Background: an optimization exercise with open tools, aiming at small area, a short achievable clock period and few clock cycles. Do not read the settings as production practice. At most, simulation tests tie the RTL to the original design; equivalence was not proved. Only the layout flow was run in runs 3 to 5; the RTL was not checked for function there.

--- design.v ---
module geofence (clk, reset, X, Y, valid, is_inside);
    input clk;
    input reset;
    input [9:0] X;
    input [9:0] Y;
    output valid;
    output is_inside;
    reg [3:0] phase;
    reg [9:0] tx, ty;
    reg       vsx, vsy, lsx, lsy, rsx, rsy;
    reg [9:0] vmx, vmy, lmx, lmy, rmx, rmy;
    reg       inside_acc;
    reg       _valid, _inside;
    assign valid = _valid;
    assign is_inside = _inside;
    wire       dsx = X < tx;
    wire       dsy = Y < ty;
    wire [9:0] dmx = dsx ? tx - X : X - tx;
    wire [9:0] dmy = dsy ? ty - Y : Y - ty;
    wire ge_l, ge_r;   
    geofence_cmp cmp_l (.a(lmx), .b(vmy), .c(vmx), .d(lmy), .msb(ge_l));
    geofence_cmp cmp_r (.a(rmx), .b(vmy), .c(vmx), .d(rmy), .msb(ge_r));
    wire s1l = lsx ^ vsy, s2l = vsx ^ lsy;
    wire s1r = rsx ^ vsy, s2r = vsx ^ rsy;
    wire nl = (s1l == s2l) ? ~(s1l ^ ge_l) : s1l;
    wire nr = (s1r == s2r) ? ~(s1r ^ ge_r) : s1r;
    wire wrap = nl & ~nr;
    always @(posedge clk or posedge reset) begin
        if (reset) begin
            phase <= 4'd0;
            _valid <= 1'b0;
            _inside <= 1'b0;
        end else begin
            phase <= (phase == 4'd8) ? 4'd0 : phase + 4'd1;
            _valid <= (phase == 4'd7);
            if (phase == 4'd7) _inside <= inside_acc | wrap;
        end
    end
    always @(posedge clk) begin
        if (phase == 4'd0) begin
            tx <= X;
            ty <= Y;
        end
        vsx <= dsx; vsy <= dsy; vmx <= dmx; vmy <= dmy;
        if (phase == 4'd2) begin
            lsx <= vsx; lsy <= vsy; lmx <= vmx; lmy <= vmy;
            rsx <= vsx; rsy <= vsy; rmx <= vmx; rmy <= vmy;
            inside_acc <= 1'b0;
        end else if (phase >= 4'd3 && phase <= 4'd7) begin
            if (nl & nr) begin
                lsx <= vsx; lsy <= vsy; lmx <= vmx; lmy <= vmy;
            end
            if (~nl & ~nr) begin
                rsx <= vsx; rsy <= vsy; rmx <= vmx; rmy <= vmy;
            end
            if (wrap) inside_acc <= 1'b1;
        end
    end
endmodule
module geofence_cmp(input [9:0] a,b,c,d, output msb);
  wire t1 = a[0] & b[0];
  wire t2 = ~(c[0] & d[0]);
  wire t3 = a[1] & b[0];
  wire t4 = ~(c[1] & d[0]);
  wire t5 = a[2] & b[0];
  wire t6 = ~(c[2] & d[0]);
  wire t7 = a[3] & b[0];
  wire t8 = ~(c[3] & d[0]);
  wire t9 = a[4] & b[0];
  wire t10 = ~(c[4] & d[0]);
  wire t11 = a[5] & b[0];
  wire t12 = ~(c[5] & d[0]);
  wire t13 = a[6] & b[0];
  wire t14 = ~(c[6] & d[0]);
  wire t15 = a[7] & b[0];
  wire t16 = ~(c[7] & d[0]);
  wire t17 = a[8] & b[0];
  wire t18 = ~(c[8] & d[0]);
  wire t19 = a[9] & b[0];
  wire t20 = ~(c[9] & d[0]);
  wire t21 = a[0] & b[1];
  wire t22 = ~(c[0] & d[1]);
  wire t23 = a[1] & b[1];
  wire t24 = ~(c[1] & d[1]);
  wire t25 = a[2] & b[1];
  wire t26 = ~(c[2] & d[1]);
  wire t27 = a[3] & b[1];
  wire t28 = ~(c[3] & d[1]);
  wire t29 = a[4] & b[1];
  wire t30 = ~(c[4] & d[1]);
  wire t31 = a[5] & b[1];
  wire t32 = ~(c[5] & d[1]);
  wire t33 = a[6] & b[1];
  wire t34 = ~(c[6] & d[1]);
  wire t35 = a[7] & b[1];
  wire t36 = ~(c[7] & d[1]);
  wire t37 = a[8] & b[1];
  wire t38 = ~(c[8] & d[1]);
  wire t39 = a[9] & b[1];
  wire t40 = ~(c[9] & d[1]);
  wire t41 = a[0] & b[2];
  wire t42 = ~(c[0] & d[2]);
  wire t43 = a[1] & b[2];
  wire t44 = ~(c[1] & d[2]);
  wire t45 = a[2] & b[2];
  wire t46 = ~(c[2] & d[2]);
  wire t47 = a[3] & b[2];
  wire t48 = ~(c[3] & d[2]);
  wire t49 = a[4] & b[2];
  wire t50 = ~(c[4] & d[2]);
  wire t51 = a[5] & b[2];
  wire t52 = ~(c[5] & d[2]);
  wire t53 = a[6] & b[2];
  wire t54 = ~(c[6] & d[2]);
  wire t55 = a[7] & b[2];
  wire t56 = ~(c[7] & d[2]);
  wire t57 = a[8] & b[2];
  wire t58 = ~(c[8] & d[2]);
  wire t59 = a[9] & b[2];
  wire t60 = ~(c[9] & d[2]);
  wire t61 = a[0] & b[3];
  wire t62 = ~(c[0] & d[3]);
  wire t63 = a[1] & b[3];
  wire t64 = ~(c[1] & d[3]);
  wire t65 = a[2] & b[3];
  wire t66 = ~(c[2] & d[3]);
  wire t67 = a[3] & b[3];
  wire t68 = ~(c[3] & d[3]);
  wire t69 = a[4] & b[3];
  wire t70 = ~(c[4] & d[3]);
  wire t71 = a[5] & b[3];
  wire t72 = ~(c[5] & d[3]);
  wire t73 = a[6] & b[3];
  wire t74 = ~(c[6] & d[3]);
  wire t75 = a[7] & b[3];
  wire t76 = ~(c[7] & d[3]);
  wire t77 = a[8] & b[3];
  wire t78 = ~(c[8] & d[3]);
  wire t79 = a[9] & b[3];
  wire t80 = ~(c[9] & d[3]);
  wire t81 = a[0] & b[4];
  wire t82 = ~(c[0] & d[4]);
  wire t83 = a[1] & b[4];
  wire t84 = ~(c[1] & d[4]);
  wire t85 = a[2] & b[4];
  wire t86 = ~(c[2] & d[4]);
  wire t87 = a[3] & b[4];
  wire t88 = ~(c[3] & d[4]);
  wire t89 = a[4] & b[4];
  wire t90 = ~(c[4] & d[4]);
  wire t91 = a[5] & b[4];
  wire t92 = ~(c[5] & d[4]);
  wire t93 = a[6] & b[4];
  wire t94 = ~(c[6] & d[4]);
  wire t95 = a[7] & b[4];
  wire t96 = ~(c[7] & d[4]);
  wire t97 = a[8] & b[4];
  wire t98 = ~(c[8] & d[4]);
  wire t99 = a[9] & b[4];
  wire t100 = ~(c[9] & d[4]);
  wire t101 = a[0] & b[5];
  wire t102 = ~(c[0] & d[5]);
  wire t103 = a[1] & b[5];
  wire t104 = ~(c[1] & d[5]);
  wire t105 = a[2] & b[5];
  wire t106 = ~(c[2] & d[5]);
  wire t107 = a[3] & b[5];
  wire t108 = ~(c[3] & d[5]);
  wire t109 = a[4] & b[5];
  wire t110 = ~(c[4] & d[5]);
  wire t111 = a[5] & b[5];
  wire t112 = ~(c[5] & d[5]);
  wire t113 = a[6] & b[5];
  wire t114 = ~(c[6] & d[5]);
  wire t115 = a[7] & b[5];
  wire t116 = ~(c[7] & d[5]);
  wire t117 = a[8] & b[5];
  wire t118 = ~(c[8] & d[5]);
  wire t119 = a[9] & b[5];
  wire t120 = ~(c[9] & d[5]);
  wire t121 = a[0] & b[6];
  wire t122 = ~(c[0] & d[6]);
  wire t123 = a[1] & b[6];
  wire t124 = ~(c[1] & d[6]);
  wire t125 = a[2] & b[6];
  wire t126 = ~(c[2] & d[6]);
  wire t127 = a[3] & b[6];
  wire t128 = ~(c[3] & d[6]);
  wire t129 = a[4] & b[6];
  wire t130 = ~(c[4] & d[6]);
  wire t131 = a[5] & b[6];
  wire t132 = ~(c[5] & d[6]);
  wire t133 = a[6] & b[6];
  wire t134 = ~(c[6] & d[6]);
  wire t135 = a[7] & b[6];
  wire t136 = ~(c[7] & d[6]);
  wire t137 = a[8] & b[6];
  wire t138 = ~(c[8] & d[6]);
  wire t139 = a[9] & b[6];
  wire t140 = ~(c[9] & d[6]);
  wire t141 = a[0] & b[7];
  wire t142 = ~(c[0] & d[7]);
  wire t143 = a[1] & b[7];
  wire t144 = ~(c[1] & d[7]);
  wire t145 = a[2] & b[7];
  wire t146 = ~(c[2] & d[7]);
  wire t147 = a[3] & b[7];
  wire t148 = ~(c[3] & d[7]);
  wire t149 = a[4] & b[7];
  wire t150 = ~(c[4] & d[7]);
  wire t151 = a[5] & b[7];
  wire t152 = ~(c[5] & d[7]);
  wire t153 = a[6] & b[7];
  wire t154 = ~(c[6] & d[7]);
  wire t155 = a[7] & b[7];
  wire t156 = ~(c[7] & d[7]);
  wire t157 = a[8] & b[7];
  wire t158 = ~(c[8] & d[7]);
  wire t159 = a[9] & b[7];
  wire t160 = ~(c[9] & d[7]);
  wire t161 = a[0] & b[8];
  wire t162 = ~(c[0] & d[8]);
  wire t163 = a[1] & b[8];
  wire t164 = ~(c[1] & d[8]);
  wire t165 = a[2] & b[8];
  wire t166 = ~(c[2] & d[8]);
  wire t167 = a[3] & b[8];
  wire t168 = ~(c[3] & d[8]);
  wire t169 = a[4] & b[8];
  wire t170 = ~(c[4] & d[8]);
  wire t171 = a[5] & b[8];
  wire t172 = ~(c[5] & d[8]);
  wire t173 = a[6] & b[8];
  wire t174 = ~(c[6] & d[8]);
  wire t175 = a[7] & b[8];
  wire t176 = ~(c[7] & d[8]);
  wire t177 = a[8] & b[8];
  wire t178 = ~(c[8] & d[8]);
  wire t179 = a[9] & b[8];
  wire t180 = ~(c[9] & d[8]);
  wire t181 = a[0] & b[9];
  wire t182 = ~(c[0] & d[9]);
  wire t183 = a[1] & b[9];
  wire t184 = ~(c[1] & d[9]);
  wire t185 = a[2] & b[9];
  wire t186 = ~(c[2] & d[9]);
  wire t187 = a[3] & b[9];
  wire t188 = ~(c[3] & d[9]);
  wire t189 = a[4] & b[9];
  wire t190 = ~(c[4] & d[9]);
  wire t191 = a[5] & b[9];
  wire t192 = ~(c[5] & d[9]);
  wire t193 = a[6] & b[9];
  wire t194 = ~(c[6] & d[9]);
  wire t195 = a[7] & b[9];
  wire t196 = ~(c[7] & d[9]);
  wire t197 = a[8] & b[9];
  wire t198 = ~(c[8] & d[9]);
  wire t199 = a[9] & b[9];
  wire t200 = ~(c[9] & d[9]);
  wire t201, t202;
  assign {t202, t201} = t19 + t20 + t37;
  wire t203 = t39 ^ t40;
  wire t204 = t39 & t40;
  wire t205, t206;
  assign {t206, t205} = t13 + t14 + t31;
  wire t207, t208;
  assign {t208, t207} = t15 + t16 + t33;
  wire t209, t210;
  assign {t210, t209} = t34 + t51 + t52;
  wire t211 = t69 ^ t70;
  wire t212 = t69 & t70;
  wire t213, t214;
  assign {t214, t213} = t17 + t18 + t35;
  wire t215, t216;
  assign {t216, t215} = t36 + t53 + t54;
  wire t217, t218;
  assign {t218, t217} = t71 + t72 + t89;
  wire t219, t220;
  assign {t220, t219} = t90 + t107 + t108;
  wire t221 = t125 ^ t126;
  wire t222 = t125 & t126;
  wire t223, t224;
  assign {t224, t223} = t38 + t55 + t56;
  wire t225, t226;
  assign {t226, t225} = t73 + t74 + t91;
  wire t227, t228;
  assign {t228, t227} = t92 + t109 + t110;
  wire t229, t230;
  assign {t230, t229} = t127 + t128 + t145;
  wire t231, t232;
  assign {t232, t231} = t146 + t163 + t164;
  wire t233 = t181 ^ t182;
  wire t234 = t181 & t182;
  wire t235, t236;
  assign {t236, t235} = t57 + t58 + t75;
  wire t237, t238;
  assign {t238, t237} = t76 + t93 + t94;
  wire t239, t240;
  assign {t240, t239} = t111 + t112 + t129;
  wire t241, t242;
  assign {t242, t241} = t130 + t147 + t148;
  wire t243, t244;
  assign {t244, t243} = t165 + t166 + t183;
  wire t245, t246;
  assign {t246, t245} = t184 + 1'b1 + t202;
  wire t247, t248;
  assign {t248, t247} = t59 + t60 + t77;
  wire t249, t250;
  assign {t250, t249} = t78 + t95 + t96;
  wire t251, t252;
  assign {t252, t251} = t113 + t114 + t131;
  wire t253, t254;
  assign {t254, t253} = t132 + t149 + t150;
  wire t255, t256;
  assign {t256, t255} = t167 + t168 + t185;
  wire t257, t258;
  assign {t258, t257} = t79 + t80 + t97;
  wire t259, t260;
  assign {t260, t259} = t98 + t115 + t116;
  wire t261, t262;
  assign {t262, t261} = t133 + t134 + t151;
  wire t263, t264;
  assign {t264, t263} = t99 + t100 + t117;
  wire t265, t266;
  assign {t266, t265} = t9 + t10 + t27;
  wire t267, t268;
  assign {t268, t267} = t11 + t12 + t29;
  wire t269, t270;
  assign {t270, t269} = t30 + t47 + t48;
  wire t271 = t65 ^ t66;
  wire t272 = t65 & t66;
  wire t273, t274;
  assign {t274, t273} = t32 + t49 + t50;
  wire t275, t276;
  assign {t276, t275} = t67 + t68 + t85;
  wire t277, t278;
  assign {t278, t277} = t86 + t103 + t104;
  wire t279 = t121 ^ t122;
  wire t280 = t121 & t122;
  wire t281, t282;
  assign {t282, t281} = t87 + t88 + t105;
  wire t283, t284;
  assign {t284, t283} = t106 + t123 + t124;
  wire t285, t286;
  assign {t286, t285} = t141 + t142 + 1'b1;
  wire t287, t288;
  assign {t288, t287} = t206 + t207 + t209;
  wire t289, t290;
  assign {t290, t289} = t143 + t144 + t161;
  wire t291, t292;
  assign {t292, t291} = t162 + 1'b1 + t208;
  wire t293, t294;
  assign {t294, t293} = t210 + t212 + t213;
  wire t295, t296;
  assign {t296, t295} = t215 + t217 + t219;
  wire t297, t298;
  assign {t298, t297} = 1'b1 + t201 + t214;
  wire t299, t300;
  assign {t300, t299} = t216 + t218 + t220;
  wire t301, t302;
  assign {t302, t301} = t222 + t223 + t225;
  wire t303, t304;
  assign {t304, t303} = t227 + t229 + t231;
  wire t305, t306;
  assign {t306, t305} = t203 + t224 + t226;
  wire t307, t308;
  assign {t308, t307} = t228 + t230 + t232;
  wire t309, t310;
  assign {t310, t309} = t234 + t235 + t237;
  wire t311, t312;
  assign {t312, t311} = t239 + t241 + t243;
  wire t313, t314;
  assign {t314, t313} = t186 + t204 + t236;
  wire t315, t316;
  assign {t316, t315} = t238 + t240 + t242;
  wire t317, t318;
  assign {t318, t317} = t244 + t246 + t247;
  wire t319, t320;
  assign {t320, t319} = t249 + t251 + t253;
  wire t321, t322;
  assign {t322, t321} = t152 + t169 + t170;
  wire t323, t324;
  assign {t324, t323} = t187 + t188 + t248;
  wire t325, t326;
  assign {t326, t325} = t250 + t252 + t254;
  wire t327, t328;
  assign {t328, t327} = t256 + t257 + t259;
  wire t329, t330;
  assign {t330, t329} = t118 + t135 + t136;
  wire t331, t332;
  assign {t332, t331} = t153 + t154 + t171;
  wire t333, t334;
  assign {t334, t333} = t172 + t189 + t190;
  wire t335, t336;
  assign {t336, t335} = t258 + t260 + t262;
  wire t337, t338;
  assign {t338, t337} = t119 + t120 + t137;
  wire t339, t340;
  assign {t340, t339} = t138 + t155 + t156;
  wire t341, t342;
  assign {t342, t341} = t173 + t174 + t191;
  wire t343, t344;
  assign {t344, t343} = t139 + t140 + t157;
  wire t345 = t5 ^ t6;
  wire t346 = t5 & t6;
  wire t347, t348;
  assign {t348, t347} = t7 + t8 + t25;
  wire t349, t350;
  assign {t350, t349} = t26 + t43 + t44;
  wire t351, t352;
  assign {t352, t351} = t28 + t45 + t46;
  wire t353, t354;
  assign {t354, t353} = t63 + t64 + t81;
  wire t355 = t82 ^ 1'b1;
  wire t356 = t82 & 1'b1;
  wire t357, t358;
  assign {t358, t357} = t83 + t84 + t101;
  wire t359, t360;
  assign {t360, t359} = t102 + 1'b1 + t266;
  wire t361, t362;
  assign {t362, t361} = t267 + t269 + t271;
  wire t363, t364;
  assign {t364, t363} = 1'b1 + t205 + t268;
  wire t365, t366;
  assign {t366, t365} = t270 + t272 + t273;
  wire t367, t368;
  assign {t368, t367} = t275 + t277 + t279;
  wire t369, t370;
  assign {t370, t369} = t211 + t274 + t276;
  wire t371, t372;
  assign {t372, t371} = t278 + t280 + t281;
  wire t373, t374;
  assign {t374, t373} = t283 + t285 + t287;
  wire t375, t376;
  assign {t376, t375} = t221 + t282 + t284;
  wire t377, t378;
  assign {t378, t377} = t286 + t288 + t289;
  wire t379, t380;
  assign {t380, t379} = t291 + t293 + t295;
  wire t381, t382;
  assign {t382, t381} = t233 + t290 + t292;
  wire t383, t384;
  assign {t384, t383} = t294 + t296 + t297;
  wire t385, t386;
  assign {t386, t385} = t299 + t301 + t303;
  wire t387, t388;
  assign {t388, t387} = t245 + t298 + t300;
  wire t389, t390;
  assign {t390, t389} = t302 + t304 + t305;
  wire t391, t392;
  assign {t392, t391} = t307 + t309 + t311;
  wire t393, t394;
  assign {t394, t393} = t255 + t306 + t308;
  wire t395, t396;
  assign {t396, t395} = t310 + t312 + t313;
  wire t397, t398;
  assign {t398, t397} = t315 + t317 + t319;
  wire t399, t400;
  assign {t400, t399} = t261 + t314 + t316;
  wire t401, t402;
  assign {t402, t401} = t318 + t320 + t321;
  wire t403, t404;
  assign {t404, t403} = t323 + t325 + t327;
  wire t405, t406;
  assign {t406, t405} = t263 + t322 + t324;
  wire t407, t408;
  assign {t408, t407} = t326 + t328 + t329;
  wire t409, t410;
  assign {t410, t409} = t331 + t333 + t335;
  wire t411, t412;
  assign {t412, t411} = t192 + t264 + t330;
  wire t413, t414;
  assign {t414, t413} = t332 + t334 + t336;
  wire t415, t416;
  assign {t416, t415} = t337 + t339 + t341;
  wire t417, t418;
  assign {t418, t417} = t158 + t175 + t176;
  wire t419, t420;
  assign {t420, t419} = t193 + t194 + t338;
  wire t421, t422;
  assign {t422, t421} = t340 + t342 + t343;
  wire t423, t424;
  assign {t424, t423} = t159 + t160 + t177;
  wire t425, t426;
  assign {t426, t425} = t178 + t195 + t196;
  wire t427 = t3 ^ t4;
  wire t428 = t3 & t4;
  wire t429, t430;
  assign {t430, t429} = t23 + t24 + t41;
  wire t431 = t42 ^ 1'b1;
  wire t432 = t42 & 1'b1;
  wire t433, t434;
  assign {t434, t433} = t61 + t62 + 1'b1;
  wire t435, t436;
  assign {t436, t435} = t346 + t347 + t349;
  wire t437, t438;
  assign {t438, t437} = t265 + t348 + t350;
  wire t439, t440;
  assign {t440, t439} = t351 + t353 + t355;
  wire t441, t442;
  assign {t442, t441} = t352 + t354 + t356;
  wire t443, t444;
  assign {t444, t443} = t357 + t359 + t361;
  wire t445, t446;
  assign {t446, t445} = t358 + t360 + t362;
  wire t447, t448;
  assign {t448, t447} = t363 + t365 + t367;
  wire t449, t450;
  assign {t450, t449} = t364 + t366 + t368;
  wire t451, t452;
  assign {t452, t451} = t369 + t371 + t373;
  wire t453, t454;
  assign {t454, t453} = t370 + t372 + t374;
  wire t455, t456;
  assign {t456, t455} = t375 + t377 + t379;
  wire t457, t458;
  assign {t458, t457} = t376 + t378 + t380;
  wire t459, t460;
  assign {t460, t459} = t381 + t383 + t385;
  wire t461, t462;
  assign {t462, t461} = t382 + t384 + t386;
  wire t463, t464;
  assign {t464, t463} = t387 + t389 + t391;
  wire t465, t466;
  assign {t466, t465} = t388 + t390 + t392;
  wire t467, t468;
  assign {t468, t467} = t393 + t395 + t397;
  wire t469, t470;
  assign {t470, t469} = t394 + t396 + t398;
  wire t471, t472;
  assign {t472, t471} = t399 + t401 + t403;
  wire t473, t474;
  assign {t474, t473} = t400 + t402 + t404;
  wire t475, t476;
  assign {t476, t475} = t405 + t407 + t409;
  wire t477, t478;
  assign {t478, t477} = t406 + t408 + t410;
  wire t479, t480;
  assign {t480, t479} = t411 + t413 + t415;
  wire t481, t482;
  assign {t482, t481} = t412 + t414 + t416;
  wire t483, t484;
  assign {t484, t483} = t417 + t419 + t421;
  wire t485, t486;
  assign {t486, t485} = t344 + t418 + t420;
  wire t487, t488;
  assign {t488, t487} = t422 + t423 + t425;
  wire t489, t490;
  assign {t490, t489} = t179 + t180 + t197;
  wire t491, t492;
  assign {t492, t491} = t198 + t424 + t426;
  wire t493 = t21 ^ t22;
  wire t494 = t21 & t22;
  wire t495, t496;
  assign {t496, t495} = t345 + t428 + t429;
  wire t497, t498;
  assign {t498, t497} = t430 + t432 + t433;
  wire t499, t500;
  assign {t500, t499} = t434 + t436 + t437;
  wire t501, t502;
  assign {t502, t501} = t438 + t440 + t441;
  wire t503, t504;
  assign {t504, t503} = t442 + t444 + t445;
  wire t505, t506;
  assign {t506, t505} = t446 + t448 + t449;
  wire t507, t508;
  assign {t508, t507} = t450 + t452 + t453;
  wire t509, t510;
  assign {t510, t509} = t454 + t456 + t457;
  wire t511, t512;
  assign {t512, t511} = t458 + t460 + t461;
  wire t513, t514;
  assign {t514, t513} = t462 + t464 + t465;
  wire t515, t516;
  assign {t516, t515} = t466 + t468 + t469;
  wire t517, t518;
  assign {t518, t517} = t470 + t472 + t473;
  wire t519, t520;
  assign {t520, t519} = t474 + t476 + t477;
  wire t521, t522;
  assign {t522, t521} = t478 + t480 + t481;
  wire t523, t524;
  assign {t524, t523} = t482 + t484 + t485;
  wire t525, t526;
  assign {t526, t525} = t486 + t488 + t489;
  wire t527, t528;
  assign {t528, t527} = t199 + t200 + t490;
  wire t529 = t1 ^ t2;
  wire t530 = t1 & t2;
  wire t531, t532;
  assign {t532, t531} = 1'b1 + t427 + t493;
  wire t533, t534;
  assign {t534, t533} = t431 + t494 + t495;
  wire t535, t536;
  assign {t536, t535} = t435 + t496 + t497;
  wire t537, t538;
  assign {t538, t537} = t439 + t498 + t499;
  wire t539, t540;
  assign {t540, t539} = t443 + t500 + t501;
  wire t541, t542;
  assign {t542, t541} = t447 + t502 + t503;
  wire t543, t544;
  assign {t544, t543} = t451 + t504 + t505;
  wire t545, t546;
  assign {t546, t545} = t455 + t506 + t507;
  wire t547, t548;
  assign {t548, t547} = t459 + t508 + t509;
  wire t549, t550;
  assign {t550, t549} = t463 + t510 + t511;
  wire t551, t552;
  assign {t552, t551} = t467 + t512 + t513;
  wire t553, t554;
  assign {t554, t553} = t471 + t514 + t515;
  wire t555, t556;
  assign {t556, t555} = t475 + t516 + t517;
  wire t557, t558;
  assign {t558, t557} = t479 + t518 + t519;
  wire t559, t560;
  assign {t560, t559} = t483 + t520 + t521;
  wire t561, t562;
  assign {t562, t561} = t487 + t522 + t523;
  wire t563, t564;
  assign {t564, t563} = t491 + t524 + t525;
  wire t565, t566;
  assign {t566, t565} = t492 + t526 + t527;
  wire [20:0] r0 = {1'b0, t528, t564, t562, t560, t558, t556, t554, t552, t550, t548, t546, t544, t542, t540, t538, t536, t534, t532, t530, 1'b1};
  wire [20:0] r1 = {1'b0, t566, t565, t563, t561, t559, t557, t555, t553, t551, t549, t547, t545, t543, t541, t539, t537, t535, t533, t531, t529};
  wire [20:0] s = r0 + r1;
  assign msb = s[20];
endmodule
--- run.sh ---
#!/bin/bash
# synth_recipe.tcl (not shown) runs the flow's synth.tcl, then flattens the netlist and writes it again
# the make line also repeats each setting of config.mk as NAME=value (left out here)
make -C /OpenROAD-flow-scripts/flow DESIGN_CONFIG=/design/flow/config.mk WORK_HOME=/design/flow/orfs CLKGATE_MAP_FILE= SYNTH_SCRIPT=/design/flow/synth_recipe.tcl finish
--- config.mk ---
export PLATFORM = sky130hd
export DESIGN_NAME = geofence
export DESIGN_NICKNAME = geofence
export VERILOG_FILES = /design/flow/design.v
export SDC_FILE = /design/flow/constraint.sdc
export NUM_CORES = 4
export LEC_CHECK = 0
export ABC_CLOCK_PERIOD_IN_PS = 6000
export CAP_MARGIN = 20
export CORE_MARGIN = 2
export CORE_UTILIZATION = 60
export SETUP_SLACK_MARGIN = 5
export SLEW_MARGIN = 20
--- constraint.sdc ---
create_clock -name core_clock -period 12.0 [get_ports {clk}]
set_input_delay 2.4000 -clock core_clock [delete_from_list [all_inputs] [get_ports {clk}]]
set_output_delay 2.4000 -clock core_clock [all_outputs]
set_load 0.01 [all_outputs]
==> results.txt, run 1 <==
Worst setup path
The type of destination of the critical path is a flop. At the worst endpoint, the arrival time is ~6.7 ns. For the worst flop-to-flop path, the logic depth is 17.

For the worst setup path, the data required time is roughly 12 ns. The class of the most critical setup path is flop to flop. Along the worst path, the maximum fanout reaches 22. The type of origin of the critical path is a flop.

Clocking
The worst-skew pair later-pin latency is 0.34 ns. The number of buffers on the longest clock path is 2. For this design, the sink count on the clock tree is between 90 and 100. Post-CTS timing repair inserted 0 buffers for setup. In this run the number of H-tree levels came out at 3. The total CTS buffers is 9. The clock input transition at the sequential cells of the worst setup and hold paths is about 0.070 ns. The TritonCTS clock tree is built. CTS placed an instance of clkbuf_16 at the clock tree root.

STA
For the final routed database, the setup TNS stands at 0 ns. The worst path in the final design needs a cycle of ~6.7 ns, including I/O delays and setup. Setup slack closes at between 5 and 6 ns.

For the pin with the worst max-slew slack, the measured transition is 0.6105 ns. The final number of hold-violating endpoints is 0. Derived from the worst setup path, the maximum achievable clock frequency is between 100 and 150 MHz. Measured against its own limit, the worst slew margin works out to 0.5906.

The total of endpoints with negative setup slack in the final report is 0. Setup repair after global routing left no endpoint under its margin. On the final layout, the worst clock skew is 0.01500 ns. The max-slew violation count is 0. The part of the cycle the worst path needs is 0.5583.

Route
The number of DRC violations after detailed routing is 0. In this run, the number of DRC markers left after iteration 0 of detailed routing was between 600 and 700. The routed layout has about 10000 vias.

For this block, the routed nets add up to 34.42 mm of wire. Using the TritonRoute via totals, the vias-per-cell ratio works out to 5.446. In this run the remaining antenna-violating nets after routing total 0.

The average wire per cell in the routed design is around 19 um. The first-pass iteration count of the detailed router is 5.

Global route
The first global-routing pass estimated ~57 mm of wire. Global routing finished with a remaining overflow of 0. The initial antenna violation count is 1. The global router's overall resource usage is 0.2805. The via count of the first global-routing pass was 10900. Entering global routing, the biggest net connects 23 pins.

Synthesis
The share of synthesized area in the top cell type comes to 0.4317. The portion of synthesized area spent on multiplexers is 0.01267. By count the netlist is led by 330 x fa_1, 300 x inv_1, 260 x nand2_1, 159 x and2_1, 115 x ha_1. The post-synth net total is between 1500 and 2000.

The area share of fa/ha/maj cells after synthesis is 0.5257. The prevailing post-synth register cell is edfxtp_1. The leading area contributor after synthesis is fa_1.

The combinational family with the most area after synthesis is adder cells. Counting flops with an async set or reset pin after synthesis yields a share of 0.06452. Of the total synthesized cell area, the portion taken by AND, OR, NAND and NOR gates is 0.1467. The number of different library cells in the post-synthesis netlist is 49. For this run, the number of Yosys warnings is 1. A synthesized cell averages ~10 um2. The flip-flop and latch count after synthesis is 93.

Sorting the synthesized cells by area gives the leading types as fa_1 43%, edfxtp_1 13%, ha_1 9.4%, inv_1 7.4%, and2_1 6.5%. The xor/xnor share of the synthesized area is 0.01202. The most frequent cell after synthesis is fa_1. The post-synthesis instance area is 15300 um2.

For this run, the register share of the synthesized area comes to 0.1655. The share of the synthesized area in compound gates (AO/OA/AOI/OAI) was 0.04211. Counting every instance in the synthesized netlist gives roughly 1500. The number of flops mapped to enable cells by yosys is 64.

Layout
The final instance area is 16070 um2. The area growth from synthesis to final layout is 4.995%. For this run, the share of the core covered by cells in the final layout is 0.6399. The final layout contains ~2000 nets. The filler cells instantiated in the layout total about 2100. 0 antenna diodes ended up in the layout.

The ratio of cells with drive above 1 in the final layout is 0.03728.

Hold path
The worst hold path stage count is 2. In this run the worst hold path is classified as flop to flop.

Placed design
The total of buffers placed on input and output ports is 23. The post-placement setup slack is roughly 4.6 ns. The instance area after placement is 15760 um2.

The routability congestion estimate from global placement is ~0.83. Detailed placement finished with a half-perimeter wire length of approximately 26 mm.

Die
Row generation in the floorplan step produced 58 rows. For this design the top-level I/O count stands at 24. For this configuration, the core starts out at a cell density of 0.6095. The die is 163.7 um tall.

The core region is 25110 um2. The die span in x is 163.7 um. The die covers 26800 um2.

Run
The tool flagged a number of max-cap violations equal to 0.

Outcome
The run finished with no timing, DRC or antenna violations.
## cells by family (layout without fill, tap and decap cells)
kind of cell             after synthesis  in the layout
buffers and inverters                386            356
AO/OA/AOI/OAI                         99             99
AND/OR/NAND/NOR                      469            469
XOR/XNOR                              21             21
multiplexers                          19             19
flip-flops                            93             93
adder cells (fa/ha/maj)              445            445
## routing by layer
layer / vias to the layer above / wire length (um) / part of all wire / global-route usage
li1: 4517 / - / - / -
met1: 5068 / 13890 / 0.40 / 0.3611
met2: 308 / 17550 / 0.51 / 0.4882
met3: 84 / 1642 / 0.048 / 0.03232
met4: 0 / 1333 / 0.039 / 0.1112
met5: - / 0 / 0 / 0
## what timing repair did
action | in CTS | in global routing
pin swaps | 0 | 0
endpoints found under the setup margin | 44 | 44
gates resized for setup | 9 | 1
hold buffers | 0 | 0
## worst max-delay path, stage by stage, from the launching register on
cell and delay, ns:
edfxtp_1 0.67, nand2_1 0.17, fa_1 0.56, inv_1 0.06, fa_1 0.54, fa_1 0.44
fa_1 0.51, fa_1 0.54, inv_1 0.05, fa_1 0.47, ha_1 0.33, a21o_1 0.18
a221o_1 0.37, a221oi_2 0.28, o211ai_1 0.23, mux2i_2 0.27, o41ai_4 0.35, buf_4 0.35
## metrics by stage
stage	hold WS (ns)	std cells
floorplan	0.4244	1532
global placement	0.4559	1816
detailed placement	0.4511	1816
CTS	0.4670	1832
global route	0.4927	1832
finish	0.4666	1832
## cells in the final DEF, fill, tap and decap left out, types with 17 or more instances in the layout
master,n
ha_1,115
fa_1,330
nand2_1,260
o21ai_0,19
and2_1,159
inv_1,300
edfxtp_1,64
clkdlybuf4s50_1,23
mux2i_1,17
a21oi_1,35
## registers in the layout (all words and copies together), names as in the netlist, 4 cells and up
register	count
vmx	10
ty	10
phase	4
tx	10
lmy	10
vmy	10
rmx	10
lmx	10
rmy	10
## worst paths after layout
path / to / start / slack, ns
min in group asynchronous: _inside / reset / 2.27
worst max-delay path: lmx[3] / rmy[5] / 5.30
max in group asynchronous: phase[3] / reset / 9.54
worst max register to register: lmx[3] / rmy[5] / 5.30
worst min register to register: inside_acc / inside_acc / 0.47
worst min-delay path: inside_acc / inside_acc / 0.47
## final cells by class
type,count,area (um2),area share
well taps,330,412.9,0.02570
repair buffers,39,350.3,0.02180
clock inverters,5,30.03,0.001869
inverters,301,1130,0.07032
multi-input cells,1053,11350,0.7063
flip-flops and latches,93,2542,0.1582
clock buffers,11,254.0,0.01581
Testbench counts, summed over its fixed seeds: cycles 10,800.
==> run 2, diff against run 1 <==
--- a/config.mk
+++ b/config.mk
@@ -10,3 +10,3 @@
 export CORE_MARGIN = 2
-export CORE_UTILIZATION = 60
+export CORE_UTILIZATION = 40
 export SETUP_SLACK_MARGIN = 5
==> run 2 against run 1 <==
Against the previous run: still clean; cell area rose by 2.0%; synthesized cell count did not move; via count rose by 0.53%; wire length rose by 1.7%; sequential share of layout area fell by 0.28 points; critical path type unchanged; critical endpoint is now lmx[1]; highest routed layer unchanged.
==> results.txt, run 2 <==
Outcome
The flow ran to the end and the layout has no timing, DRC or antenna violations.

Placed design
The post-placement setup slack came to 4.742 ns (+0.1109 ns). The routability congestion estimate from global placement is 0.8390 (+1.4%). The total of buffers placed on input and output ports is 23 (unchanged). The HPWL after detailed placement is 26.77 mm (+2.2%).

Worst setup path
The worst setup path is of the flop to flop kind. The arrival time reported for the critical path endpoint is 6.74 ns (+0.02 ns). The critical path goes through nand2_1 > fa_1 > fa_1 > fa_1 > fa_1 > fa_1 > inv_1 > fa_1 > ha_1 > a21o_1 > a221o_1 > a221oi_2 > o211ai_1 > mux2i_2 > o41ai_4 > buf_4.

The type of origin of the critical path is a flop. The total buffers and inverters traversed by the critical path is 2 (-1). The worst stage delay on the critical path is 0.70 ns (+0.03 ns).

The type of destination of the critical path is a flop. The required time of the worst setup path is 12.01 ns (about the same). The depth of the worst register-to-register path was 16 (-1).

The maximum fanout encountered on the critical timing path is 22 (unchanged). The largest individual stage delay along the critical path comes from the cell dfxtp_2. The cell repeated most along the worst path is fa_1. The instance count on the critical path is 16 (-1).

The gate family responsible for the most delay along the worst path is adder cells.

Global route
The maximum number of pins on one net before global-route repair is 23 (unchanged). The final global-route overflow total is 0 (unchanged). The via count of the first global-routing pass is 11290 (+3.6%). The first-pass GRT wire length is 58.79 mm (+4.0%).

The global router's overall resource usage is 0.1920 (-0.08852). The initial antenna violation count is 0 (-1).

Die
The number of I/O pins is 24 (unchanged). The standard-cell row count came to 71 (+22%). The starting density of the core is 0.4063 (-0.2032). The die span in x is 199.6 um (+22%). The die extent in y is 199.6 um (+22%).

The die area came to 39840 um2 (+49%). The core area is 37670 um2 (+50%).

Synthesis
The post-synthesis sequential area ratio was 0.1655 (unchanged). The number of flops mapped to enable cells by yosys came to 64 (unchanged). The leading area contributor after synthesis is fa_1. The commonest cells after synthesis are 330 x fa_1, 300 x inv_1, 260 x nand2_1, 159 x and2_1, 115 x ha_1. The share of flip-flops with an asynchronous set or reset after synthesis is 0.06452 (unchanged).

The average footprint of a synthesized cell is 9.989 um2 (unchanged). The share of the synthesized area in the top cell type is 0.4317 (unchanged). The xor/xnor share of the synthesized area is 0.01202 (unchanged). The share of the synthesized area in compound gates (AO/OA/AOI/OAI) is 0.04211 (unchanged). The warning count from the yosys run came to 1 (unchanged). Sorting the synthesized cells by area gives the leading types as fa_1 43%, edfxtp_1 13%, ha_1 9.4%, inv_1 7.4%, and2_1 6.5%. The post-synthesis instance area came to 15300 um2 (unchanged). The flip-flop and latch count after synthesis is 93 (unchanged).

The simple-gate share of the synthesized area was 0.1467 (unchanged). The combinational family with the most area after synthesis is adder cells. The number of instances in the synthesized netlist came to 1532 (unchanged). The area share of fa/ha/maj cells after synthesis is 0.5257 (unchanged). For this run, the leading register cell type out of synthesis is edfxtp_1.

The number of different library cells in the post-synthesis netlist is 49 (unchanged). The most frequent cell after synthesis is fa_1. The share of synthesized area spent on multiplexers was 0.01267 (unchanged).

The post-synth net total was 1999 (unchanged).

Run
The count of max-cap constraint violations is 0 (unchanged).

Clocking
The number of levels the H-tree was split into came to 3 (unchanged). The total CTS buffers is 9 (unchanged). Clock tree synthesis selected as its root buffer the cell clkbuf_16. The number of clock sinks is 93 (unchanged).

The TritonCTS clock tree is built. The hold-fix buffer count after cts came to 0 (unchanged). The number of buffers on the longest clock path is 2 (unchanged). The clock input transition at the sequential cells of the worst setup and hold paths is 0.07 ns (about the same). The worst-skew pair later-pin latency was 0.35 ns (about the same).

Hold path
The class of the most critical hold timing path is flop to flop. The worst hold path stage count is 2 (unchanged).

Layout
The ratio of cells with drive above 1 in the final layout is 0.04045 (+0.003167). Compared with the post-synthesis result, the final layout area differs by 7.064%. The count of filler cells inserted in the layout was 3689 (+77%).

The register area is 2546 um2 (+0.15%). The area occupied by multi-input gates is 11350 um2 (about the same). In the layout the commonest cells are 330 x fa_1, 300 x inv_1, 260 x nand2_1, 159 x and2_1, 115 x ha_1. The antenna cell count is 0 (unchanged). The library cell used most frequently in the layout, excluding fill and tap cells, is fa_1. The final-stage net count is 1970 (+0.31%).

STA
Setup repair after global routing could not meet its margin everywhere. The tightest slew margin relative to the limit is 0.5623 (-0.02827). The setup skew after layout was 0.01676 ns (+0.001762 ns). The final number of hold-violating endpoints was 0 (unchanged). The time the worst path needs with I/O delays and setup is 6.736 ns (+0.03655 ns). The pin slew with the least headroom to its limit is 0.6526 ns (+0.04216 ns). The final critical-path setup slack is 5.264 ns (-0.03655 ns). The achievable clock frequency is 148.5 MHz (-0.54%). The part of the cycle the worst path needs is 0.5613 (+0.003046).

The total of endpoints with negative setup slack in the final report was 0 (unchanged). The setup total negative slack is 0 ns (unchanged). The max-slew violation count is 0 (unchanged).

Route
The average wire per cell in the routed design is 17.34 um (-7.7%). The violation count after the first detailed-route iteration is 573 (-13%). The total via count in the routed design came to 10030 (+0.53%).

The final wirelength was 35.00 mm (+1.7%). The first-pass iteration count of the detailed router is 5 (unchanged). The remaining antenna violation count after routing is 0 (unchanged). The vias per cell was 4.968 (-8.8%). The number of DRC violations after detailed routing is 0 (unchanged).

==> run 2: worst min-delay path, cell delays in order, from the launching register on <==
cell	delay, ns
dfxtp_1	0.31
nand2_1	0.05
o31ai_1	0.06
==> run 2: layout make-up <==
class,instances,share of cell area
Clock buffer,10,0.01397
Clock inverter,6,0.005727
Inverter,301,0.06896
Multi-Input combinational cell,1053,0.6928
Sequential cell,93,0.1554
Tap cell,511,0.03902
Timing Repair Buffer,45,0.02413
==> run 2: metal layers <==
metal	routed length, um	global-route usage	share of wire	vias up
li1	-	-	-	4530
met1	14730	0.2517	0.42	5154
met2	17570	0.3359	0.50	293
met4	754	0.04417	0.022	0
met5	0	0	0	-
met3	1958	0.02802	0.056	53
==> run 2: final timing paths <==
check | slack, ns | to | start
max | 5.26 | lmx[1] | vmy[4]
max reg2reg | 5.26 | lmx[1] | vmy[4]
max in group asynchronous | 9.52 | _inside | reset
min | 0.46 | inside_acc | inside_acc
min in group asynchronous | 2.27 | phase[1] | reset
min reg2reg | 0.46 | inside_acc | inside_acc
==> run 2: cells by family (layout without fill, tap and decap cells) <==
| family | count (synthesis) | in the layout |
|---|---|---|
| xor gates and xnor gates | 21 | 21 |
| muxes | 19 | 19 |
| adders and majority gates | 445 | 445 |
| and+or+nand+nor | 469 | 469 |
| AOI/OAI and AO/OA | 99 | 99 |
| buffers and inverters | 386 | 362 |
| DFF | 93 | 93 |
==> run 2: per-stage QoR <==
step | cell area, um2 | instances | util | hold WS [ns]
3_5_place_dp | 16000 | 1998 | 0.4247 | 0.4494
3_3_place_gp | 16000 | 1998 | 0.4247 | 0.4439
6_report | 16380 | 2019 | 0.4350 | 0.4610
2_1_floorplan | 15310 | 1532 | - | 0.4244
5_1_grt | 16380 | 2019 | 0.4350 | 0.4972
4_1_cts | 16330 | 2014 | 0.4335 | 0.4624
==> run 2: repair_timing <==
action | 4_1_cts | 5_1_grt
setup endpoints to repair | 44 | 44
buffers inserted | 0 | 5
gates resized for setup | 7 | 4
==> run 3, diff against run 2 <==
--- a/design.v
+++ b/design.v
@@ -15,6 +15,8 @@
     assign is_inside = _inside;
-    wire       dsx = X < tx;
-    wire       dsy = Y < ty;
-    wire [9:0] dmx = dsx ? tx - X : X - tx;
-    wire [9:0] dmy = dsy ? ty - Y : Y - ty;
+    wire [10:0] ex = {1'b0, X} + {1'b0, ~tx};
+    wire [10:0] ey = {1'b0, Y} + {1'b0, ~ty};
+    wire        dsx = ~ex[10];
+    wire        dsy = ~ey[10];
+    wire [9:0]  dmx = dsx ? ~ex[9:0] : ex[9:0] + 10'd1;
+    wire [9:0]  dmy = dsy ? ~ey[9:0] : ey[9:0] + 10'd1;
     wire ge_l, ge_r;   
--- a/config.mk
+++ b/config.mk
@@ -10,3 +10,3 @@
 export CORE_MARGIN = 2
-export CORE_UTILIZATION = 40
+export CORE_UTILIZATION = 60
 export SETUP_SLACK_MARGIN = 5
==> run 3 against run 2 <==
Against the previous run: worst setup slack got worse by 0.061 ns.
==> results.txt, run 3 <==
Layout
The ratio of cells with drive above 1 in the final layout came to 0.03780 (-0.002650). The final-stage net count is 1899 (-3.6%). The non-filler instance count after layout is 1779 (-12%). The area growth from synthesis to layout is 5.190%. The top cell types in the final layout, fill and taps aside, are 328 x fa_1, 282 x inv_1, 262 x nand2_1, 159 x and2_1, 99 x ha_1. The leading cell type in the layout, fill and taps excluded is fa_1. The antenna cell count came to 0 (unchanged).

Die
The die span in x is 161.6 um (-19%). The starting density of the core was 0.6125 (+0.2063). The die area came to 26100 um2 (-34%). The standard-cell row count is 57 (-20%). The die extent in y came to 161.6 um (-19%). The core area was 24320 um2 (-35%). The number of I/O pins is 24 (unchanged).

Synthesis
By count the netlist is led by 328 x fa_1, 282 x inv_1, 262 x nand2_1, 159 x and2_1, 99 x ha_1. The prevailing post-synth register cell is edfxtp_1. The number of instances in the synthesized netlist is 1484 (-3.1%). The warning count from the yosys run is 1 (unchanged). The post-synthesis sequential area ratio is 0.1700 (+0.004517). The most frequent cell after synthesis is fa_1. The flip-flop and latch count after synthesis came to 93 (unchanged). The average footprint of a synthesized cell is 10.04 um2 (+0.49%). The share of flip-flops with an asynchronous set or reset after synthesis came to 0.06452 (unchanged).

Summed over all instances, the cell type with the most area after synthesis is fa_1. The post-synthesis instance area is 14900 um2 (-2.7%). The share of the synthesized area in the top cell type is 0.4408 (+0.009096). The number of flops mapped to enable cells by yosys is 64 (unchanged). The number of different library cells in the post-synthesis netlist is 56 (+14%). The post-synth net total came to 1933 (-3.3%). Ranked by total cell area, the synthesized netlist is headed by fa_1 44%, edfxtp_1 13%, ha_1 8.3%, inv_1 7.1%, and2_1 6.7%.

STA
The achievable clock frequency came to 147.1 MHz (-0.90%). The tightest slew margin relative to the limit is 0.3062 (-0.2561). Setup repair after global routing could not meet its margin everywhere. The final number of hold-violating endpoints is 0 (unchanged).

The part of the cycle the worst path needs was 0.5664 (+0.005070). The total of endpoints with negative setup slack in the final report came to 0 (unchanged). The max-slew violation count came to 0 (unchanged). The setup total negative slack is 0 ns (unchanged). The time the worst path needs with I/O delays and setup is 6.796 ns (+0.06084 ns).

The setup skew after layout came to 0.007121 ns (-0.009638 ns). The final critical-path setup slack is 5.204 ns (-0.06084 ns). The pin slew with the least headroom to its limit is 1.041 ns (+0.3880 ns).

Hold path
The class of the most critical hold timing path is flop to flop.

Global route
The maximum number of pins on one net before global-route repair is 23 (unchanged). The via count of the first global-routing pass is 10830 (-4.1%). The initial antenna violation count is 0 (unchanged). The first-pass GRT wire length is 55.28 mm (-6.0%). The global router's overall resource usage is 0.2764 (+0.08447). The final global-route overflow total is 0 (unchanged).

Worst setup path
The required time of the worst setup path was 11.95 ns (-0.06 ns). The cell repeated most along the worst path is fa_1. The maximum fanout encountered on the critical timing path was 22 (unchanged). The largest individual stage delay along the critical path comes from the cell o21ai_2. The arrival time reported for the critical path endpoint was 6.75 ns (about the same). The type of destination of the critical path is a flop.

The critical path goes through nand2_1 > fa_1 > inv_1 > fa_1 > fa_1 > fa_1 > fa_1 > fa_1 > inv_1 > ha_1 > nand4_1 > nor4_1 > o21ai_1 > nand4_1 > mux2i_1 > nand2_1 > o21ai_2. The worst stage delay on the critical path is 0.82 ns (+0.12 ns). The worst setup path is launched from a flop. The critical path is of the flop to flop type.

Clocking
The clock input transition at the sequential cells of the worst setup and hold paths is 0.06 ns (about the same). The number of levels the H-tree was split into is 3 (unchanged). The number of buffers on the longest clock path came to 2 (unchanged). The TritonCTS clock tree is built. The total CTS buffers is 9 (unchanged). The root buffer cell chosen for the clock tree is clkbuf_16. The number of clock sinks was 93 (unchanged). The worst-skew pair later-pin latency came to 0.34 ns (about the same).

Route
The first-pass iteration count of the detailed router is 7 (+2). The average wire per cell in the routed design is 18.40 um (+6.1%). The remaining antenna violation count after routing is 0 (unchanged). The vias per cell is 5.398 (+8.7%). The violation count after the first detailed-route iteration came to 465 (-19%). The number of DRC violations after detailed routing is 0 (unchanged). The final wirelength was 32.73 mm (-6.5%). The total via count in the routed design was 9603 (-4.3%).

Run
The count of max-cap constraint violations is 0 (unchanged).

Outcome
The run finished with no timing, DRC or antenna violations.

Placed design
The routability congestion estimate from global placement is 0.8593 (+2.4%). The HPWL after detailed placement is 25.50 mm (-4.8%). The total of buffers placed on input and output ports was 23 (unchanged). The post-placement cell count is 1761 (-12%). The post-placement setup slack was 4.806 ns (+0.06372 ns).
## run 3: changes by cell type after synthesis, moves of 3 or more
cell     change
inv_1       -18
ha_1        -16
mux2i_1     -16
xnor2_1     +14
a21oi_1     -12
nor2_1       +9
o21ai_0      -9
o21ai_1      +9
a31oi_1      +7
nand4_1      +5
o22ai_1      -5
a31o_2       -4
a21o_1       -3
nor2b_1      -3
## run 3: worst max-delay path: cells and delay by family, from the launching register on
family	cells	cell delay, ns
and+or+nand+nor	5	0.84
buffers and inverters	2	0.10
DFF	1	0.65
muxes	1	0.42
AOI/OAI and AO/OA	2	0.94
adders and majority gates	7	3.44
## run 3: final timing paths
kind,from,to,slack (ns),cells after the start
max in group asynchronous,reset,phase[1],9.54,2
setup reg to reg,vmx[5],lmy[8],5.20,17
hold reg to reg,inside_acc,inside_acc,0.46,2
hold / removal,inside_acc,inside_acc,0.46,2
setup / recovery,vmx[5],lmy[8],5.20,17
min in group asynchronous,reset,_inside,2.27,2
## run 3: repair_timing
item | in CTS | in global routing
pin swaps | 0 | 1
setup endpoints to repair | 44 | 44
hold buffers | 0 | 0
gates resized for setup | 13 | 6
buffers inserted | 0 | 2
## run 3: kinds of logic after synthesis
family / share of synthesized area
and+or+nand+nor: 0.1541
xor gates and xnor gates: 0.01940
adders and majority gates: 0.5239
buffers and inverters: 0.09147
DFF: 0.1700
muxes: 0.002352
AOI/OAI and AO/OA: 0.03872
## run 3: layer usage
layer,track usage,vias up,routed length (um)
met1,0.3634,4927,13490
met3,0.02773,60,1482
li1,-,4372,-
met2,0.4874,244,16720
met5,0,-,0
met4,0.08726,0,1043
## run 3: area by class of cell
cell class	count	area (um2)
clock inverters	4	47.55
repair buffers	34	316.6
well taps	324	405.4
flip-flops and latches	93	2557
fillers	2041	8650
clock buffers	12	246.5
multi-input cells	1028	11030
inverters	284	1066
## run 3: metrics by stage
stage          area, um2  hold slack, ns  utilization
2_1_floorplan      14920          0.4252            -
3_3_place_gp       15330          0.4457       0.6303
3_5_place_dp       15330          0.4497       0.6303
4_1_cts            15640          0.4595       0.6431
5_1_grt            15670          0.4902       0.6443
6_report           15670          0.4610       0.6443
==> run 4, diff against run 3 <==
--- a/config.mk
+++ b/config.mk
@@ -10,3 +10,3 @@
 export CORE_MARGIN = 2
-export CORE_UTILIZATION = 60
+export CORE_UTILIZATION = 70
 export SETUP_SLACK_MARGIN = 5
==> run 4 against run 3 <==
Against the previous run: first-iteration DRC count rose by 29%; worst setup slack lost 0.018 ns; wire length fell by 2.0%; die area is 14% lower; register-to-register slack worse by 0.02 ns; critical path depth unchanged.
==> results.txt, run 4 <==
Worst setup path
The arrival time reported for the critical path endpoint is 6.84 ns (+0.09 ns). The type of destination of the critical path is a flop. The class of the most critical setup path is flop to flop. Walking the worst path, the cells encountered are nand2_1 > fa_1 > inv_1 > fa_1 > fa_1 > fa_1 > fa_1 > fa_1 > inv_1 > ha_1 > nand4_1 > or4_1 > o211ai_1 > mux2i_2 > inv_2 > o41ai_4 > buf_6.

The cell repeated most along the worst path is fa_1. The required time of the worst setup path is 12.02 ns (+0.07 ns). The worst stage delay on the critical path is 0.63 ns (-0.19 ns). The total buffers and inverters traversed by the critical path was 4 (+2).

Among cell families on the critical path, the largest total delay comes from adder cells. The type of origin of the critical path is a flop. The critical-path cell with the highest stage delay is dfxtp_2. The maximum fanout encountered on the critical timing path is 22 (unchanged).

Clocking
The total CTS buffers came to 9 (unchanged). TritonCTS built the clock tree. The clock root buffer master is clkbuf_16. The number of buffers on the longest clock path is 2 (unchanged). The number of clock sinks is 93 (unchanged).

The hold-fix buffer count after cts was 0 (unchanged). The worst-skew pair later-pin latency is 0.33 ns (about the same). The number of levels the H-tree was split into is 3 (unchanged). The clock input transition at the sequential cells of the worst setup and hold paths is 0.06 ns (about the same).

Layout
The register area is 2555 um2 (about the same). Leaving out fill and tap cells, the most frequent cell in the layout is fa_1. The non-filler instance count after layout is 1731 (-2.7%). The antenna cell count is 0 (unchanged). The area occupied by multi-input gates was 11040 um2 (about the same). The final-stage net count is 1900 (+0.053%). The final instance area is 15630 um2 (-0.27%). The final design utilization is 0.7458 (+0.1014). The ratio of cells with drive above 1 in the final layout is 0.03984 (+0.002034). Leaving out fill and tap cells, the most frequent cells in the layout are 328 x fa_1, 282 x inv_1, 262 x nand2_1, 159 x and2_1, 99 x ha_1. The count of filler cells inserted in the layout is 1531 (-25%). From synthesis to final layout, the design area changed by 4.905%.

STA
The tightest slew margin relative to the limit is 0.3625 (+0.05637). The worst hold margin was 0.4904 ns (+0.02940 ns). The setup skew after layout is 0.008076 ns (+0.0009554 ns). The time the worst path needs with I/O delays and setup came to 6.815 ns (+0.01833 ns). The achievable clock frequency is 146.7 MHz (-0.27%). The total of endpoints with negative setup slack in the final report is 0 (unchanged). The max-slew violation count is 0 (unchanged).

The final critical-path setup slack is 5.185 ns (-0.01833 ns). The setup total negative slack was 0 ns (unchanged). Setup repair after global routing could not meet its margin everywhere. The part of the cycle the worst path needs is 0.5679 (+0.001528).

The pin slew with the least headroom to its limit was 0.9552 ns (-0.08544 ns). The final number of hold-violating endpoints is 0 (unchanged).

Route
The first-pass iteration count of the detailed router is 7 (unchanged). The final wirelength is 32.06 mm (-2.0%). The violation count after the first detailed-route iteration is 598 (+29%).

The total via count in the routed design is 9912 (+3.2%). The remaining antenna violation count after routing came to 0 (unchanged). The average wire per cell in the routed design is 18.52 um (+0.68%). The number of DRC violations after detailed routing came to 0 (unchanged). The vias per cell came to 5.726 (+6.1%).

Outcome
The flow ran to the end and the layout has no timing, DRC or antenna violations.

Synthesis
The post-synthesis instance area is 14900 um2 (unchanged). The warning count from the yosys run is 1 (unchanged). The average footprint of a synthesized cell is 10.04 um2 (unchanged). By area the synthesized netlist is led by fa_1 44%, edfxtp_1 13%, ha_1 8.3%, inv_1 7.1%, and2_1 6.7%. The post-synthesis sequential area ratio was 0.1700 (unchanged).

The share of the synthesized area in the top cell type came to 0.4408 (unchanged). The number of different library cells in the post-synthesis netlist is 56 (unchanged). The largest total area in the synthesized netlist belongs to fa_1. The share of the synthesized area in compound gates (AO/OA/AOI/OAI) was 0.03872 (unchanged). The commonest cells after synthesis are 328 x fa_1, 282 x inv_1, 262 x nand2_1, 159 x and2_1, 99 x ha_1. The post-synth net total is 1933 (unchanged). The number of instances in the synthesized netlist was 1484 (unchanged). The xor/xnor share of the synthesized area was 0.01940 (unchanged).

The area share of fa/ha/maj cells after synthesis is 0.5239 (unchanged). The combinational family with the most area after synthesis is adder cells. The most used flip-flop cell after synthesis is edfxtp_1. The share of flip-flops with an asynchronous set or reset after synthesis was 0.06452 (unchanged).

The most frequent cell after synthesis is fa_1. The share of synthesized area spent on multiplexers was 0.002352 (unchanged). The simple-gate share of the synthesized area was 0.1541 (unchanged). The flip-flop and latch count after synthesis is 93 (unchanged). The number of flops mapped to enable cells by yosys is 64 (unchanged).

Global route
The maximum number of pins on one net before global-route repair came to 23 (unchanged). The initial antenna violation count came to 0 (unchanged). The via count of the first global-routing pass is 10800 (-0.25%). The global router's overall resource usage came to 0.3133 (+0.03688). The first-pass GRT wire length is 53.12 mm (-3.9%).

The final global-route overflow total is 0 (unchanged).

Die
The die extent in y was 149.9 um (-7.2%). The core area is 20960 um2 (-14%). The die span in x is 149.9 um (-7.2%). The starting density of the core is 0.7109 (+0.09835).

The number of I/O pins is 24 (unchanged). The die area is 22460 um2 (-14%). The standard-cell row count is 53 (-7.0%).

Placed design
The routability congestion estimate from global placement is 0.8890 (+3.5%). The post-placement cell count is 1713 (-2.7%). The total of buffers placed on input and output ports is 23 (unchanged). The post-placement setup slack is 4.881 ns (+0.07563 ns).

The instance area after placement is 15270 um2 (-0.35%). The HPWL after detailed placement is 24.98 mm (-2.0%).

Run
The count of max-cap constraint violations came to 0 (unchanged).

Hold path
In this run the worst hold path is classified as flop to flop.
==> run 4: what timing repair did <==
item,CTS,global route
resized for setup,12,7
setup endpoints to repair,44,44
buffers inserted,0,2
pin swaps,0,1
==> run 4: layout make-up <==
type,instances,share of cell area
multi-input combinational,1028,0.7063
clock inverter,6,0.004564
sequential,93,0.1635
clock buffer,10,0.01465
inverter,284,0.06821
timing repair buffer,35,0.02074
tap,275,0.02202
==> run 4: metal layers <==
| layer | track usage | routed length, um | up-vias |
|---|---|---|---|
| li1 | - | - | 4367 |
| met1 | 0.3998 | 12140 | 5059 |
| met2 | 0.5495 | 16450 | 382 |
| met3 | 0.04116 | 2106 | 104 |
| met4 | 0.1198 | 1372 | 0 |
| met5 | 0 | 0 | - |
==> run 4: kinds of logic (layout without fill, tap and decap cells) <==
logic type               Yosys count  after routing
adder cells (fa/ha/maj)          427            427
XOR/XNOR                          33             33
buffers and inverters            363            335
multiplexers                       3              3
AO/OA/AOI/OAI                     83             83
flip-flops                        93             93
AND/OR/NAND/NOR                  482            482
==> run 4: worst reg2reg max path, delay by kind of cell, from the launching register on <==
family / cells / cell delay, ns
fa+ha+maj: 7 / 3.38
compound gates: 2 / 0.79
mux: 1 / 0.46
buf+inv: 4 / 0.44
flops: 1 / 0.63
simple gates: 3 / 0.80
==> run 4: worst paths after layout <==
kind	startpoint	to	slack [ns]	cells past startpoint
min in group asynchronous	reset	phase[3]	2.28	2
setup reg to reg	vmx[7]	rmx[6]	5.19	17
setup / recovery	vmx[7]	rmx[6]	5.19	17
hold / removal	inside_acc	inside_acc	0.49	2
hold reg to reg	inside_acc	inside_acc	0.49	2
max in group asynchronous	reset	phase[1]	9.54	2
==> run 5, diff against run 4 <==
==> flow/run.sh (new file) <==
#!/bin/bash
# The standard layout (the standard.sh), with gate resizing allowed in
# ORFS's timing repair: sky130hd's config sets MATCH_CELL_FOOTPRINT=1, which
# keeps repair_timing from changing a cell's drive strength.
# make's output goes to make.log; ORFS keeps each step's log in orfs/logs.
set -euo pipefail
bash standard.sh MATCH_CELL_FOOTPRINT=0 finish > make.log 2>&1
==> standard.sh (new file) <==
#!/bin/bash
# synth_recipe.tcl (not shown) runs the flow's synth.tcl, then flattens the netlist and writes it again
# the make line also repeats each setting of config.mk as NAME=value (left out here)
make -C /OpenROAD-flow-scripts/flow DESIGN_CONFIG=/design/flow/config.mk WORK_HOME=/design/flow/orfs CLKGATE_MAP_FILE= SYNTH_SCRIPT=/design/flow/synth_recipe.tcl "${@:-finish}"
--- a/config.mk
+++ b/config.mk
@@ -10,3 +10,3 @@
 export CORE_MARGIN = 2
-export CORE_UTILIZATION = 70
+export CORE_UTILIZATION = 60
 export SETUP_SLACK_MARGIN = 5
removed: run.sh
==> run 5 against run 4 <==
Against the previous run: non-clock buffer count shrank 1; global-route usage shrank 3.7 points; hold slack lost 0.029 ns; wire length grew 2.1%; count of clock-buffer cells in the layout grew 2; cell area grew 0.27%; via count shrank 3.1%; critical path type unchanged; die area grew 16%; largest cell class unchanged.
==> results.txt, run 5 <==
Worst setup path
The type of destination of the critical path is a flop. The maximum fanout encountered on the critical timing path is 22 (unchanged). The critical path is of the flop to flop type. The arrival time reported for the critical path endpoint was 6.75 ns (-0.09 ns).

The worst reg-to-reg setup slack is 5.20 ns (+0.02 ns). The type of origin of the critical path is a flop. In this run the critical register-to-register path is launched from vmx[5].

The depth of the worst register-to-register path is 17 (unchanged). The required time of the worst setup path came to 11.95 ns (-0.07 ns). The worst reg2reg path endpoint is lmy[8].

Placed design
The total of buffers placed on input and output ports was 23 (unchanged). The post-placement setup slack is 4.806 ns (-0.07563 ns). The instance area after placement was 15330 um2 (+0.35%).

The routability congestion estimate from global placement is 0.8593 (-3.3%). The HPWL after detailed placement is 25.50 mm (+2.1%). The post-placement cell count is 1761 (+2.8%).

Synthesis
The post-synthesis instance area came to 14900 um2 (unchanged). Yosys instantiated no cell more often than fa_1. The number of flops mapped to enable cells by yosys came to 64 (unchanged). The share of the synthesized area in the top cell type is 0.4408 (unchanged).

The number of instances in the synthesized netlist is 1484 (unchanged). The leading area contributor after synthesis is fa_1. The number of different library cells in the post-synthesis netlist is 56 (unchanged). Yosys attributes the largest share of cell area to fa_1 44%, edfxtp_1 13%, ha_1 8.3%, inv_1 7.1%, and2_1 6.7%. For this run, the leading register cell type out of synthesis is edfxtp_1. The share of flip-flops with an asynchronous set or reset after synthesis is 0.06452 (unchanged). The flip-flop and latch count after synthesis is 93 (unchanged). The commonest cells after synthesis are 328 x fa_1, 282 x inv_1, 262 x nand2_1, 159 x and2_1, 99 x ha_1.

The post-synthesis sequential area ratio is 0.1700 (unchanged). The post-synth net total was 1933 (unchanged). The warning count from the yosys run came to 1 (unchanged). The average footprint of a synthesized cell is 10.04 um2 (unchanged).

Hold path
The worst hold path terminates at inside_acc. The class of the most critical hold timing path is flop to flop. The worst hold path stage count was 2 (unchanged). The worst hold path begins at inside_acc.

STA
The final number of hold-violating endpoints was 0 (unchanged). The final critical-path setup slack is 5.204 ns (+0.01833 ns). The time the worst path needs with I/O delays and setup is 6.796 ns (-0.01833 ns).

The max-slew violation count is 0 (unchanged). The part of the cycle the worst path needs was 0.5664 (-0.001528). The pin slew with the least headroom to its limit is 1.041 ns (+0.08544 ns). The tightest slew margin relative to the limit is 0.3062 (-0.05637). Setup repair after global routing could not meet its margin everywhere. The achievable clock frequency is 147.1 MHz (+0.27%). The setup skew after layout came to 0.007121 ns (-0.0009554 ns). The setup total negative slack is 0 ns (unchanged). The total of endpoints with negative setup slack in the final report is 0 (unchanged).

Global route
The maximum number of pins on one net before global-route repair is 23 (unchanged). The initial antenna violation count came to 0 (unchanged). The via count of the first global-routing pass was 10830 (+0.25%). The first-pass GRT wire length is 55.28 mm (+4.1%).

The global router's overall resource usage came to 0.2764 (-0.03688). The final global-route overflow total came to 0 (unchanged).

Clocking
Clock tree synthesis selected as its root buffer the cell clkbuf_16. The clock input transition at the sequential cells of the worst setup and hold paths is 0.06 ns (about the same). TritonCTS built the clock tree.

The number of buffers on the longest clock path is 2 (unchanged). The number of levels the H-tree was split into came to 3 (unchanged). The worst-skew pair later-pin latency was 0.34 ns (about the same). The number of clock sinks is 93 (unchanged). The total CTS buffers is 9 (unchanged).

Route
The average wire per cell in the routed design was 18.40 um (-0.67%). The violation count after the first detailed-route iteration was 465 (-22%). The first-pass iteration count of the detailed router is 7 (unchanged). The number of DRC violations after detailed routing was 0 (unchanged). The remaining antenna violation count after routing came to 0 (unchanged).

The vias per cell is 5.398 (-5.7%). The final wirelength is 32.73 mm (+2.1%). The total via count in the routed design came to 9603 (-3.1%).

Die
The die extent in y is 161.6 um (+7.8%). The starting density of the core came to 0.6125 (-0.09835). The number of I/O pins is 24 (unchanged). The die area is 26100 um2 (+16%). The standard-cell row count is 57 (+7.5%). The core area is 24320 um2 (+16%). The die span in x is 161.6 um (+7.8%).

Layout
The library cell used most frequently in the layout, excluding fill and tap cells, is fa_1. The final-stage net count is 1899 (-0.053%). The final instance area is 15670 um2 (+0.27%). Compared with the post-synthesis result, the final layout area differs by 5.190%. The top cell types in the final layout, fill and taps aside, are 328 x fa_1, 282 x inv_1, 262 x nand2_1, 159 x and2_1, 99 x ha_1. The ratio of cells with drive above 1 in the final layout was 0.03780 (-0.002034).

The non-filler instance count after layout came to 1779 (+2.8%). The antenna cell count came to 0 (unchanged).

Outcome
The run finished with no timing, DRC or antenna violations.

Run
The count of max-cap constraint violations is 0 (unchanged).
==> run 5: cell counts after synthesis <==
Identical to the previous run, type by type.
==> run 5: cell families (layout without fill, tap and decap cells) <==
family	after synthesis	in the layout	share of synthesized area
buf+inv	363	334	0.09147
flops	93	93	0.1700
xor+xnor	33	33	0.01940
fa+ha+maj	427	427	0.5239
compound gates	83	83	0.03872
simple gates	482	482	0.1541
mux	3	3	0.002352
==> run 5: per-layer routing <==
layer | wire (um) | part of all wire | vias up | GRT usage
li1 | - | - | 4372 | -
met1 | 13490 | 0.41 | 4927 | 0.3634
met2 | 16720 | 0.51 | 244 | 0.4874
met3 | 1482 | 0.045 | 60 | 0.02773
met4 | 1043 | 0.032 | 0 | 0.08726
met5 | 0 | 0 | - | 0
==> run 5: worst max-delay path by stage <==
stage                start     end  slack [ns]  cells past startpoint
CTS                 vmy[7]  lmy[8]        4.98                     16
global placement    vmx[4]  lmy[7]        4.95                     15
global route        lmy[7]  lmy[8]        4.81                     17
floorplan           vmx[7]  rmx[0]        5.37                     17
detailed placement  vmx[4]  lmy[8]        4.81                     15
finish              vmx[5]  lmy[8]        5.20                     17
==> run 5: layout make-up <==
type	count	area, um2
clock buffers	12	246.5
repair buffers	34	316.6
flip-flops and latches	93	2557
well taps	324	405.4
fillers	2041	8650
multi-input cells	1028	11030
clock inverters	4	47.55
inverters	284	1066
==> run 5: critical path, stage by stage (launching register included) <==
cell and delay (ns):
dfxtp_2 0.65, nand2_1 0.16, fa_1 0.56, inv_1 0.06, fa_1 0.55, fa_1 0.47, fa_1 0.52, fa_1 0.52
fa_1 0.54, inv_1 0.04, ha_1 0.28, nand4_1 0.12, nor4_1 0.22, o21ai_1 0.12, nand4_1 0.20, mux2i_1 0.42
nand2_1 0.14, o21ai_2 0.82
==> run 5: what timing repair did <==
| item | CTS | global route |
|---|---|---|
| pin swaps | 0 | 1 |
| buffers inserted | 0 | 2 |
| hold buffers | 0 | 0 |
| gates resized for setup | 13 | 6 |
| setup endpoints to repair | 44 | 44 |
| endpoints found under the hold margin | 0 | 0 |
==> run 5: per-stage QoR <==
step / utilization / hold slack (ns)
floorplan: - / 0.4252
global placement: 0.6303 / 0.4457
detailed placement: 0.6303 / 0.4497
CTS: 0.6431 / 0.4595
global route: 0.6443 / 0.4902
finish: 0.6443 / 0.4610

==> afterwards: timing with drivers on the ports <==
How much do the figures lean on ideal ports? The routed layouts below were timed once more, with nothing changed but the port constraints. Step 1 assumes that a clkbuf_16 drives the clock port and a buf_2 every other input. Step 2 adds t to the input delays and takes it off the output delays; t is the mean of the earliest and latest rising clock arrival at the registers after step 1. Input paths then give back, and output paths get back, about the clock's delay inside the block. Three values: ideal ports, drivers, drivers and shift; two values: the first two.
run | t, ns | setup WS [ns] | clock arrival spread, ns | worst register clock-pin slew, ns | worst data-port slew with drivers (ns)
run 1 | 0.380 | 5.301 / 5.301 / 5.301 | 0.015 / 0.015 | 0.07 / 0.07 | 0.03
run 2 | 0.388 | 5.264 / 5.264 / 5.264 | 0.019 / 0.019 | 0.08 / 0.08 | 0.04
run 3 | 0.374 | 5.204 / 5.204 / 5.204 | 0.008 / 0.009 | 0.07 / 0.07 | 0.03
run 4 | 0.371 | 5.185 / 5.185 / 5.185 | 0.008 / 0.008 | 0.07 / 0.07 | 0.03
run 5 | 0.374 | 5.204 / 5.204 / 5.204 | 0.008 / 0.009 | 0.07 / 0.07 | 0.03
After both steps setup and hold are still met in every run listed.
